Background: an optimization exercise with open tools, aiming at small area and a short achievable clock period. Do not read the settings as production practice.
Only simulation tests tie the RTL to the original design; equivalence was not proved.

Design AXIS_linear_regression_v1_0, start of the top module:
module AXIS_linear_regression_v1_0 #
	(
		parameter M = 8,
		parameter N = 3,
		parameter integer C_S00_AXIS_TDATA_WIDTH	= 32,
		parameter integer C_M00_AXIS_TDATA_WIDTH	= 32,
		parameter integer C_M00_AXIS_START_COUNT	= 32
	)
	(
		input wire  aclk,
		input wire  aresetn,
		output wire  s00_axis_tready,
		input wire [C_S00_AXIS_TDATA_WIDTH-1 : 0] s00_axis_tdata,
		input wire  s00_axis_tlast,
		input wire  s00_axis_tvalid,
		output wire  m00_axis_tvalid,
		output wire [C_M00_AXIS_TDATA_WIDTH-1 : 0] m00_axis_tdata,
		output wire  m00_axis_tlast,
		input wire  m00_axis_tready
	);
==> flow/config.mk <==
export PLATFORM = sky130hd
export DESIGN_NAME = AXIS_linear_regression_v1_0
export DESIGN_NICKNAME = AXIS_linear_regression_v1_0
export VERILOG_FILES = /design/flow/design.v
export SDC_FILE = /design/flow/constraint.sdc
export NUM_CORES = 8
export LEC_CHECK = 0
export CAP_MARGIN = 20
export CORE_MARGIN = 2
export CORE_UTILIZATION = 40
export CTS_CLUSTER_DIAMETER = 55
export CTS_CLUSTER_SIZE = 28
export PLACE_DENSITY = 0.5
export SLEW_MARGIN = 20
export SYNTH_HIERARCHICAL = 1
export SYNTH_MINIMUM_KEEP_SIZE = 0
==> flow/constraint.sdc <==
create_clock -name core_clock -period 22.0 [get_ports {aclk}]
set_input_delay 4.4000 -clock core_clock [delete_from_list [all_inputs] [get_ports {aclk}]]
set_output_delay 4.4000 -clock core_clock [all_outputs]
set_load 0.01 [all_outputs]
standard.sh (not shown) runs the stock make flow with config.mk's settings and CLKGATE_MAP_FILE= SYNTH_SCRIPT=/design/flow/synth_recipe.tcl, a recipe that flattens the netlist after the stock synthesis.
==> flow/flow/run.sh <==
#!/bin/bash
# The standard layout, with the port buffers made from buf_4 instead of the default cell,
# the resizer's timing repair aiming at 16.45 ns of setup slack, and no dummy loads in the
# clock tree
set -euo pipefail
bash standard.sh finish 'BUFFER_PORTS_ARGS=-buffer_cell sky130_fd_sc_hd__buf_4' SETUP_SLACK_MARGIN=16.45 \
  'CTS_ARGS=-sink_clustering_enable -repair_clock_nets -sink_clustering_size 28 -sink_clustering_max_diameter 55 -dont_use_dummy_load' > standard.log 2>&1
Then changed:
==> flow/flow/run.sh (replaced) <==
#!/bin/bash
# The standard layout, with the port buffers made from buf_4 instead of the default cell,
# the resizer's timing repair aiming at 16.55 ns of setup slack, and no dummy loads in the
# clock tree
set -euo pipefail
bash standard.sh finish 'BUFFER_PORTS_ARGS=-buffer_cell sky130_fd_sc_hd__buf_4' SETUP_SLACK_MARGIN=16.55 \
  'CTS_ARGS=-sink_clustering_enable -repair_clock_nets -sink_clustering_size 28 -sink_clustering_max_diameter 55 -dont_use_dummy_load' > standard.log 2>&1
Settings changed: PLACE_DENSITY 0.5 to not set.
What happened: Setup slack is better by 0.032 ns. Synthesized cell count stays the same.
Then changed:
==> flow/flow/run.sh (replaced) <==
#!/bin/bash
# The standard layout, with the port buffers made from buf_4 instead of the default cell,
# and the resizer's timing repair aiming at 16.5 ns of setup slack
set -euo pipefail
bash standard.sh finish 'BUFFER_PORTS_ARGS=-buffer_cell sky130_fd_sc_hd__buf_4' SETUP_SLACK_MARGIN=16.5 > standard.log 2>&1
Settings changed: CORE_UTILIZATION 40 to 50, CTS_CLUSTER_DIAMETER 55 to 50, CTS_CLUSTER_SIZE 28 to 24.
Via count goes up by 2.8%.
Synthesized area is unchanged.
Setup slack gains 0.0065 ns.
Global-route usage goes up by 8.2 points.
Routed wire length goes up by 3.0%.
Clock skew goes down by 0.079 ns.
Non-clock buffer count goes up by 14.


Another version of the RTL of AXIS_linear_regression_v1_0 (not shown whole).
For scale: about 3800 cells after synthesis, about 520 flip-flops, ~45000 um2 of cells after synthesis.
clock: 22.0 ns
lec_check: 0
cap_margin: 20
core_margin: 2
core_utilization: 65
place_density: 0.75
slew_margin: 20
synth_hierarchical: 1
synth_minimum_keep_size: 0
==> flow/flow/run.sh <==
#!/bin/bash
# The standard layout, with the port buffers made from buf_2 instead of the default cell,
# and the resizer's timing repair aiming at 16.5 ns of setup slack
set -euo pipefail
bash standard.sh finish 'BUFFER_PORTS_ARGS=-buffer_cell sky130_fd_sc_hd__buf_2' SETUP_SLACK_MARGIN=16.5 > standard.log 2>&1
The first run went through all stages and came out clean.
Edit:
==> flow/flow/run.sh (replaced) <==
#!/bin/bash
# The standard layout, with the port buffers made from buf_4 instead of the default cell,
# and the resizer's timing repair aiming at 17 ns of setup slack
set -euo pipefail
bash standard.sh finish 'BUFFER_PORTS_ARGS=-buffer_cell sky130_fd_sc_hd__buf_4' SETUP_SLACK_MARGIN=17 > standard.log 2>&1
--- a/flow/config.mk
+++ b/flow/config.mk
@@ -8,6 +8,5 @@
 export CAP_MARGIN = 20
 export CORE_MARGIN = 2
-export CORE_UTILIZATION = 65
-export PLACE_DENSITY = 0.75
+export CORE_UTILIZATION = 40
 export SLEW_MARGIN = 20
 export SYNTH_HIERARCHICAL = 1
Routed wire length falls by 1.8%.
Worst setup slack improves by 0.063 ns.
Sequential share of layout area falls by 1.8 points.
Critical path depth is lower by 3.
Design area grows by 7.4%.
Flip-flop and latch count is unchanged.
First-iteration DRC count went down by 22%.
Die area is higher by 61%.
Synthesized cell count is unchanged.
Edit:
==> flow/flow/run.sh (replaced) <==
#!/bin/bash
# The standard layout, with the port buffers made from buf_4 instead of the default cell,
# and the resizer's timing repair aiming at 16.5 ns of setup slack
set -euo pipefail
bash standard.sh finish 'BUFFER_PORTS_ARGS=-buffer_cell sky130_fd_sc_hd__buf_4' SETUP_SLACK_MARGIN=16.5 > standard.log 2>&1
--- a/flow/config.mk
+++ b/flow/config.mk
@@ -9,4 +9,6 @@
 export CORE_MARGIN = 2
 export CORE_UTILIZATION = 40
+export CTS_CLUSTER_DIAMETER = 60
+export CTS_CLUSTER_SIZE = 30
 export SLEW_MARGIN = 20
 export SYNTH_HIERARCHICAL = 1
Routed wire length drops by a few percent.
Area after synthesis does not change.
Edit:
--- a/flow/config.mk
+++ b/flow/config.mk
@@ -9,6 +9,4 @@
 export CORE_MARGIN = 2
 export CORE_UTILIZATION = 40
-export CTS_CLUSTER_DIAMETER = 60
-export CTS_CLUSTER_SIZE = 30
 export SLEW_MARGIN = 20
 export SYNTH_HIERARCHICAL = 1
Effect:
- sequential share of layout area decreases by 0.25 points
- worst setup slack is worse by 0.012 ns
- sequential cell count does not change
- global-route usage grows by 0.15 points
Edit:
--- a/flow/config.mk
+++ b/flow/config.mk
@@ -9,4 +9,6 @@
 export CORE_MARGIN = 2
 export CORE_UTILIZATION = 40
+export CTS_CLUSTER_DIAMETER = 50
+export CTS_CLUSTER_SIZE = 24
 export SLEW_MARGIN = 20
 export SYNTH_HIERARCHICAL = 1
Result:
- The new run ran to the end with no violations
- area after synthesis does not change
- core utilization decreases by 0.19 points
- maximum frequency hardly moves
- design area came out lower by 0.42%
- clock-buffer cell count decreases by 24
- sequential share of layout area rose by 0.10 points
- non-clock buffer count is lower by 1


AXIS_linear_regression_v1_0 with an RTL version that a note above also has.
Size: about 3,600 cells after synthesis, about 520 flip-flops, about 72 I/O pins, ~45,000 um2 of cells after synthesis.
export LEC_CHECK = 0
export CAP_MARGIN = 20
export CORE_MARGIN = 2
export CORE_UTILIZATION = 40
export CTS_CLUSTER_DIAMETER = 50
export CTS_CLUSTER_SIZE = 24
export GPL_TIMING_DRIVEN = 1
export SLEW_MARGIN = 20
export SYNTH_HIERARCHICAL = 1
export SYNTH_MINIMUM_KEEP_SIZE = 0
create_clock -name core_clock -period 22.0 [get_ports {aclk}]
==> flow/flow/run.sh <==
#!/bin/bash
# The standard layout, with the port buffers made from buf_4 instead of the default cell,
# and the resizer's timing repair aiming at 16.5 ns of setup slack
set -euo pipefail
bash standard.sh finish 'BUFFER_PORTS_ARGS=-buffer_cell sky130_fd_sc_hd__buf_4' SETUP_SLACK_MARGIN=16.5 > standard.log 2>&1
Next try:
==> flow/flow/run.sh (replaced) <==
#!/bin/bash
# The standard layout, with the port buffers made from buf_2 instead of the default cell,
# the resizer's timing repair aiming at 16.45 ns of setup slack, and no dummy loads in the
# clock tree
set -euo pipefail
bash standard.sh finish 'BUFFER_PORTS_ARGS=-buffer_cell sky130_fd_sc_hd__buf_2' SETUP_SLACK_MARGIN=16.45 \
  'CTS_ARGS=-sink_clustering_enable -repair_clock_nets -sink_clustering_size 28 -sink_clustering_max_diameter 55 -dont_use_dummy_load' > standard.log 2>&1
CTS_CLUSTER_DIAMETER = 55   (was 50)
CTS_CLUSTER_SIZE = 28   (was 24)
GPL_TIMING_DRIVEN = not set   (was 1)
Outcome:
- global-route usage went up by 0.39 points
- cell area drops slightly


Another version of the RTL of AXIS_linear_regression_v1_0 (not shown whole).
For scale: ~520 flip-flops, roughly 72 I/O pins, about 0.047 mm2 of cells after synthesis.
==> flow/config.mk <==
export PLATFORM = sky130hd
export DESIGN_NAME = AXIS_linear_regression_v1_0
export DESIGN_NICKNAME = AXIS_linear_regression_v1_0
export VERILOG_FILES = /design/flow/design.v
export SDC_FILE = /design/flow/constraint.sdc
export NUM_CORES = 8
export LEC_CHECK = 0
export CAP_MARGIN = 20
export CORE_MARGIN = 2
export CORE_UTILIZATION = 40
export SLEW_MARGIN = 20
export SYNTH_HIERARCHICAL = 1
export SYNTH_MINIMUM_KEEP_SIZE = 0
==> flow/constraint.sdc <==
create_clock -name core_clock -period 22.0 [get_ports {aclk}]
set_input_delay 4.4000 -clock core_clock [delete_from_list [all_inputs] [get_ports {aclk}]]
set_output_delay 4.4000 -clock core_clock [all_outputs]
set_load 0.01 [all_outputs]
==> flow/flow/run.sh <==
#!/bin/bash
# The standard layout, with the port buffers made from buf_4 instead of the default cell,
# and the resizer's timing repair aiming at 16.5 ns of setup slack
set -euo pipefail
bash standard.sh finish 'BUFFER_PORTS_ARGS=-buffer_cell sky130_fd_sc_hd__buf_4' SETUP_SLACK_MARGIN=16.5 > standard.log 2>&1
Next try:
==> flow/run.sh (new file) <==
#!/bin/bash
# synth_recipe.tcl (not shown) runs the flow's synth.tcl, then flattens the netlist and writes it again
# the make line also repeats each setting of config.mk as NAME=value (left out here)
make -C /OpenROAD-flow-scripts/flow DESIGN_CONFIG=/design/flow/config.mk WORK_HOME=/design/flow/orfs CLKGATE_MAP_FILE= SYNTH_SCRIPT=/design/flow/synth_recipe.tcl finish
removed: flow/flow/run.sh
removed: flow/standard.sh
What happened: Worst setup slack degrades by 540 ps; sequential share of layout area rises by 0.47 points; synthesized area is unchanged; worst hold slack improved by 7.0 ps; via count is lower by about 2.3%; final area goes down by about 2%; routed wire length is lower by 6.7%.

==> static timing again, ports no longer ideal <==
In the flow no input, the clock included, has a driving cell. The finished layouts below were timed again as built, in two steps. Step 1, drivers: a clkbuf_16 drives aclk and a buf_2 each remaining input, both assumed. Step 2, shift: input delay + t, output delay - t, t = (earliest + latest rising clock arrival at the registers) / 2. This alone moves slack from input paths to output paths. Three values: ideal, step 1, step 2; two values: the first two.
run | t, ns | setup slack, ns | worst setup path at the end | worst data-port slew with drivers (ns) | pins driven straight from the clock port
the first run of note 1 | 0.683 | 16.422 / 16.348 / 15.867 | input to register | 0.04 | 1
the second run of note 1 | 0.637 | 16.454 / 16.388 / 15.952 | input to register | 0.06 | 1
the third run of note 1 | 0.682 | 16.461 / 16.393 / 15.940 | input to register | 0.14 | 1
the first run of note 2 | 0.678 | 16.364 / 16.404 / 15.725 | input to register | 0.14 | 1
the second run of note 2 | 0.705 | 16.427 / 16.360 / 16.282 | input to register | 0.13 | 1
the third run of note 2 | 0.665 | 16.457 / 16.388 / 16.023 | input to register | 0.05 | 1
the fourth run of note 2 | 0.696 | 16.445 / 16.373 / 15.982 | input to register | 0.05 | 1
the fifth run of note 2 | 0.682 | 16.443 / 16.373 / 16.035 | input to register | 0.05 | 1
the first run of note 3 | 0.664 | 16.456 / 16.388 / 15.956 | input to register | 0.06 | 1
the second run of note 3 | 0.663 | 16.443 / 16.372 / 15.853 | input to register | 0.11 | 1
the first run of note 4 | 0.732 | 16.380 / 16.310 / 16.111 | input to register | 0.23 | 1
the second run of note 4 | 0.708 | 15.835 / 15.767 / 15.459 | input to register | 0.20 | 1
After both steps every run listed still meets setup and hold. For the first run of note 2, which loses most, drivers alone change the setup slack by +0.040 ns; drivers and shift together by -0.639 ns.
